This design comes from an exercise in tuning for small area, a short achievable clock period and few clock cycles per item on the open sky130 flow, not from production work.
At most, simulation tests tie the RTL to the original design; equivalence was not proved.
Only the layout flow was run in run 1; the RTL was not checked for function there.
No driver is modelled on the clock port, so clocking that relies on it looks cheaper here than on a real chip.

==> flow/design.v (outline; a module is shown in full before it is edited, if it fits) <==
// module square_root32: 911 lines
module square_root32(
		input wire iCLOCK,
		input wire inRESET,
		input wire iDATA_REQ,
		output wire oDATA_BUSY,
		input wire [31:0] iDATA,
		output wire oDATA_VALID,
		input wire iDATA_BUSY,
		output wire [15:0] oDATA
	);
  // ...
==> flow/flow/run.sh <==
#!/bin/bash
# The standard layout (standard.sh, unchanged synthesis and steps), with:
# - a larger setup margin for ORFS's timing repair, so that repair works
#   towards a shorter achieved period;
# - port buffers of the smallest buffer cell (repair upsizes them as needed);
bash standard.sh SETUP_SLACK_MARGIN=10.9 BUFFER_PORTS_ARGS='-buffer_cell sky130_fd_sc_hd__buf_1' POST_CTS_TCL="$(pwd)/flow/flatten_clk.tcl" finish > standard.log 2>&1
==> flow/flow/flatten_clk.tcl <==
# Remove the clock tree's intermediate level: the root clock buffer then
# drives the leaf clock buffers directly. Every register keeps the same
# number of buffers (two) between the clock port and its clock pin.
set block [ord::get_db_block]
set root [$block findInst clkbuf_0_iCLOCK]
set rootnet [[$root findITerm X] getNet]
set mids {}
foreach it [$rootnet getITerms] {
  set inst [$it getInst]
  if {$inst eq $root} continue
  if {[string match "clkbuf_leaf_*" [$inst getName]]} continue
  lappend mids $inst
}
foreach inst $mids {
  if {![string match "clkbuf_*" [$inst getName]]} { error "unexpected load [$inst getName] on the root clock net" }
  set onet [[$inst findITerm X] getNet]
  set loads {}
  foreach it [$onet getITerms] { if {[$it getInst] ne $inst} { lappend loads $it } }
  set dummies {}
  foreach it $loads {
    if {[string match "clkload*" [[$it getInst] getName]]} { lappend dummies [$it getInst]; continue }
    if {![string match "clkbuf_leaf_*" [[$it getInst] getName]]} { error "unexpected load [[$it getInst] getName]" }
    $it disconnect
    $it connect $rootnet
  }
  puts "flatten_clk: removed [$inst getName], moved [llength $loads] leaf buffers to [$rootnet getName]"
  foreach d $dummies {
    puts "flatten_clk: removed dummy load [$d getName]"
    odb::dbInst_destroy $d
  }
  odb::dbInst_destroy $inst
  odb::dbNet_destroy $onet
}
==> flow/standard.sh <==
#!/bin/bash
# synth_recipe.tcl (not shown) runs the flow's synth.tcl, then flattens the netlist and writes it again
# the make line also repeats each setting of config.mk as NAME=value (left out here)
make -C /OpenROAD-flow-scripts/flow DESIGN_CONFIG=/design/flow/config.mk WORK_HOME=/design/flow/orfs CLKGATE_MAP_FILE= SYNTH_SCRIPT=/design/flow/synth_recipe.tcl "${@:-finish}"
==> flow/config.mk <==
export PLATFORM = sky130hd
export DESIGN_NAME = square_root32
export DESIGN_NICKNAME = square_root32
export VERILOG_FILES = /design/flow/design.v
export SDC_FILE = /design/flow/constraint.sdc
export NUM_CORES = 4
export LEC_CHECK = 0
export ABC_AREA = 1
export CAP_MARGIN = 20
export CORE_MARGIN = 2
export CORE_UTILIZATION = 68
export CTS_BUF_LIST = sky130_fd_sc_hd__clkbuf_16
export CTS_CLUSTER_DIAMETER = 80
export CTS_CLUSTER_SIZE = 28
export SLEW_MARGIN = 20
==> flow/constraint.sdc <==
create_clock -name core_clock -period 15.0 [get_ports {iCLOCK}]
set_input_delay 3.0000 -clock core_clock [delete_from_list [all_inputs] [get_ports {iCLOCK}]]
set_output_delay 3.0000 -clock core_clock [all_outputs]
set_load 0.01 [all_outputs]
==> run notes, run 1 <==
status no timing/DRC/antenna violations; Post-Syn Area around 0.014 sq mm; via count 9938; met3 Use GR approximately 4.5%; Clock Skew between 0.02 and 0.025 ns; placed insts roughly 1.9k; top-count cell post-synth nand2_1; Mapped Cells 1552; synth warn 1; post-synthesis adder-cell area fraction under 10%; antenna cells 0; Tcrit/Tclk final a little over a quarter; Hold Crit Depth 0; most frequent cells in the layout nand2_1 (421), inv_1 (246), edfxtp_1 (214), nand3_1 (100), o21ai_0 (99); stages on the worst setup path 1; multi-input combinational area share between 30% and 40%; post-synthesis xor/xnor area fraction between 4 and 5%; post-synth net total around 1.7k; worst-path cell chain buf_1; design area 0.0149 sq mm; CP endpoint oDATA_BUSY; TritonRoute pass-1 iters 7; gr ovfl total 0; synthesized area per cell 8.99 sq um
==> run 2, diff against run 1 <==
--- a/flow/design.v
+++ b/flow/design.v
@@ -896,18 +896,13 @@
 		end else if (!b_skid_valid) begin
 			b_skid_valid <= b_v6;
 		end
 	end
 	always @(posedge iCLOCK) begin
 		if (out_free) b_out_data <= b_skid_valid ? b_skid_data : res;
 		if (!b_skid_valid) b_skid_data <= res;
 	end
-	reg b_busy;
-	always @(posedge iCLOCK or negedge inRESET) begin
-		if (!inRESET) b_busy <= 1'b0;
-		else b_busy <= !out_free && (b_busy || b_v6);
-	end
-	assign oDATA_BUSY = b_busy;
+	assign oDATA_BUSY = b_skid_valid;
 	assign oDATA_VALID = b_out_valid;
 	assign oDATA = b_out_data;
 endmodule
 `default_nettype wire
==> flow/flow/run.sh (replaced) <==
#!/bin/bash
# The standard layout (standard.sh, unchanged synthesis and steps), with:
# - a larger setup margin for ORFS's timing repair, so that repair works
#   towards a shorter achieved period;
# - port buffers of the smallest buffer cell (repair upsizes them as needed);
bash standard.sh SETUP_SLACK_MARGIN=11.0 BUFFER_PORTS_ARGS='-buffer_cell sky130_fd_sc_hd__buf_1' POST_CTS_TCL="$(pwd)/flow/flatten_clk.tcl" finish > standard.log 2>&1
==> run 2 against run 1 <==
Still clean on timing, DRC and antenna. Critical path depth unchanged. Non-clock buffer count grew 5. Global-route usage fell by 0.97 points. Worst hold slack worse by 0.0018 ns. Sequential cell count shrank 1. Sequential share of layout area hardly changed. Wire length is 2.8% lower. Core utilization fell by 0.29 points. Register-to-register slack better by 0.08 ns. Critical endpoint is now oDATA[2]. Largest cell class unchanged.
==> run notes, run 2 <==
Post-Syn Area 0.0139 sq mm (-0.15%); relative slew slack roughly a third; antenna cells 0 (unchanged); Synth area leaders edfxtp_1 (46%), nand2_1 (11%), inv_1 (6.8%); delay-heaviest family, CP flip-flops; Pins Over Slew Limit 0; routed len/inst between 10 and 15 microns; Core Area 0.0202 sq mm; clk slew on worst S/H paths approximately 0.10 ns; Period minus WS final approximately 3.9 ns; Most flops, register x2; Syn-to-layout area delta 6.41%; GRT Total Usage 23.5%; Hold WS 0.426 ns; Synth Area in Compound Gates just over 8%; Crit Reg-Reg Endpoint r8[6]; CTS sink cnt 238; start point of the critical path b_out_data[2]; final cell count without fillers roughly 1.9k; Hold Violations, Final 0; fraction of registers with async set/reset 3.36%; reg2reg start qn5[1]; slowest CP cell edfxtp_1; CP Launch Type flip-flop; CTS tree yes; Routed Wire Length ~24000 microns; Critical path buffers and inverters 1; largest registers x2: 28 flops, x5: 22 flops; unrepaired setup endpoints after global routing no; leading cell type in the layout, fill and taps excluded nand2_1; placed insts 1854 (-0.11%); area leader, netlist edfxtp_1; RD Place Congestion approximately 0.86; crit path kind flip-flop to output pin; post-synthesis mux area share 0%; worst-path cell chain buf_1; Routed Antenna Nets 0; number of flops mapped to enable cells by yosys approximately 210; share of the synthesized area in the top cell type between 40% and 50%; status no timing/DRC/antenna violations; post-synthesis adder-cell area fraction 8.55% (+0.013 points); Die Height 147 microns; Initial Util slightly below 70%; WP data required between 10 and 15 ns; worst setup margin approximately 11 ns; stages on the worst setup path 1 (unchanged); Hold WC Path Type flip-flop to flip-flop; Mapped Cells 1549 (-0.19%); initial antenna violation count 0; Clock Latency Late Sink approximately 0.43 ns; gr ovfl total 0 (unchanged); vias in the first global route between 8k and 9k; #FFs+latches synth about 240; max reg flops 28; Least-Margin Pin Slew 0.980 ns; Setup TNS 0 ns; CP Capture Type output pin; synthesized area per cell 8.99 sq um (about the same); most frequent cells in the layout nand2_1 (423), inv_1 (252), edfxtp_1 (214), o21ai_0 (105), nand3_1 (104); CP endpoint oDATA[2]; most instantiated cells after synthesis nand2_1 (424), inv_1 (252), edfxtp_1 (214); Die W 147 microns; via density per instance 5.19; synth warn 1 (unchanged); Die ar. between 0.02 and 0.025 sq mm; number of max-cap violations 0; Top Ports 54; row count 52; largest family of logic cells by synthesized area simple AND/OR/NAND/NOR gates; hold_sp x2[0]; TritonRoute pass-1 iters 5 (-2); CP arrival 0.94 ns; Setup WS pre-CTS about 11 ns; Seq/Total Area, Yosys 49.9%; first-pass GRT wire length roughly 41000 microns; post-synthesis xor/xnor area fraction 4.03% (-0.057 points); Max Fanout on Critical Path 1; top-count cell post-synth nand2_1; reg2reg path depth 23; Tcrit/Tclk final 26.3% (-0.25 points); Nets about 1.7k; drt initial violations around 620; post-synth net total 1655 (-0.18%); buffers added on ports 53; via count 9784 (-1.5%); ys flop type edfxtp_1; Clock Skew 0.0165 ns (-0.00604 ns); synthesized-area fraction occupied by and/or/nand/nor cells about a fifth; largest stage delay on the critical path between 0.3 and 0.4 ns; setup violators final 0; Highest Clock Rate about 0.25 GHz; DRC violations left 0; flop2flop setup slack 11.23 ns; largest net degree at the start of global routing 127; layout cells sized above 1 under 10%; unique cell type count in the Yosys netlist 50; hpwl dp between 15000 and 20000 microns
## run 2: logic make-up (layout without fill, tap and decap cells)
group / Yosys count / count (layout)
buf+inv: 283 / 348
flops: 238 / 238
xor+xnor: 64 / 64
fa+ha+maj: 70 / 70
compound gates: 205 / 205
simple gates: 689 / 689
## run 2: how the worst min path moves through the flow
| stage | cells past startpoint | end | slack [ns] |
|---|---|---|---|
| after global placement | 0 | x8[3] | 0.40 |
| after floorplan | 0 | x10[0] | 0.40 |
| after global routing | 0 | x8[4] | 0.43 |
| after detailed placement | 0 | x10[4] | 0.40 |
| final | 0 | x5[0] | 0.43 |
## run 2: routing by layer
layer  GRT usage (%)  vias up  routed length [microns]
li1                -     5111                        -
met1            32.7     4444                    11500
met2            37.9      190                    11300
met3            3.26       39                      909
met4            9.33        0                      553
met5               0        -                        0
## run 2: cell type report
type | instances | area (sq um)
Multi-Input combinational cell | 1028 | 5880
Clock buffer | 11 | 275
Fill cell | 1509 | 5350
Inverter | 262 | 997
Tap cell | 270 | 338
Clock inverter | 6 | 56.3
Sequential cell | 238 | 6950
Timing Repair Buffer | 69 | 319
## run 2: metrics by stage
step / area, sq um / util (%)
final: 14800 / 73.5
after global routing: 14800 / 73.5
after detailed placement: 14300 / 71.1
after global placement: 14300 / 71.1
after floorplan: 13900 / -
Testbench counts of run 2, summed over its fixed seeds: cycles 12,056, items 12,000.

==> afterwards: timing with drivers on the ports <==
Ports are ideal in the flow. The routed layouts listed here were re-timed in OpenROAD.
Step 1 (the two cells are an assumption about what drives the block):
set clk [get_ports {iCLOCK}]
set_driving_cell -lib_cell sky130_fd_sc_hd__clkbuf_16 $clk
set_driving_cell -lib_cell sky130_fd_sc_hd__buf_2 [delete_from_list [all_inputs] $clk]
Step 2 moves the port delays by t, midway between the first and last clock arrival at a register: inputs arrive t later, outputs are due t later. That takes back most of the time a late clock gives input paths.
a / b / c = ideal / step 1 / step 2; a / b = the first two.
run | t, ns | setup slack, ns | clock arrival spread, ns | worst data-port slew with drivers (ns) | pins driven straight from the clock port
run 1 | 0.470 | 11.025 / 10.980 / 10.965 | 0.025 / 0.025 | 0.04 | 1
run 2 | 0.467 | 11.062 / 11.019 / 10.988 | 0.017 / 0.017 | 0.03 | 1
After both steps every run listed still meets setup and hold. For run 2, which loses most, drivers alone change the setup slack by -0.043 ns; drivers and shift together by -0.074 ns.
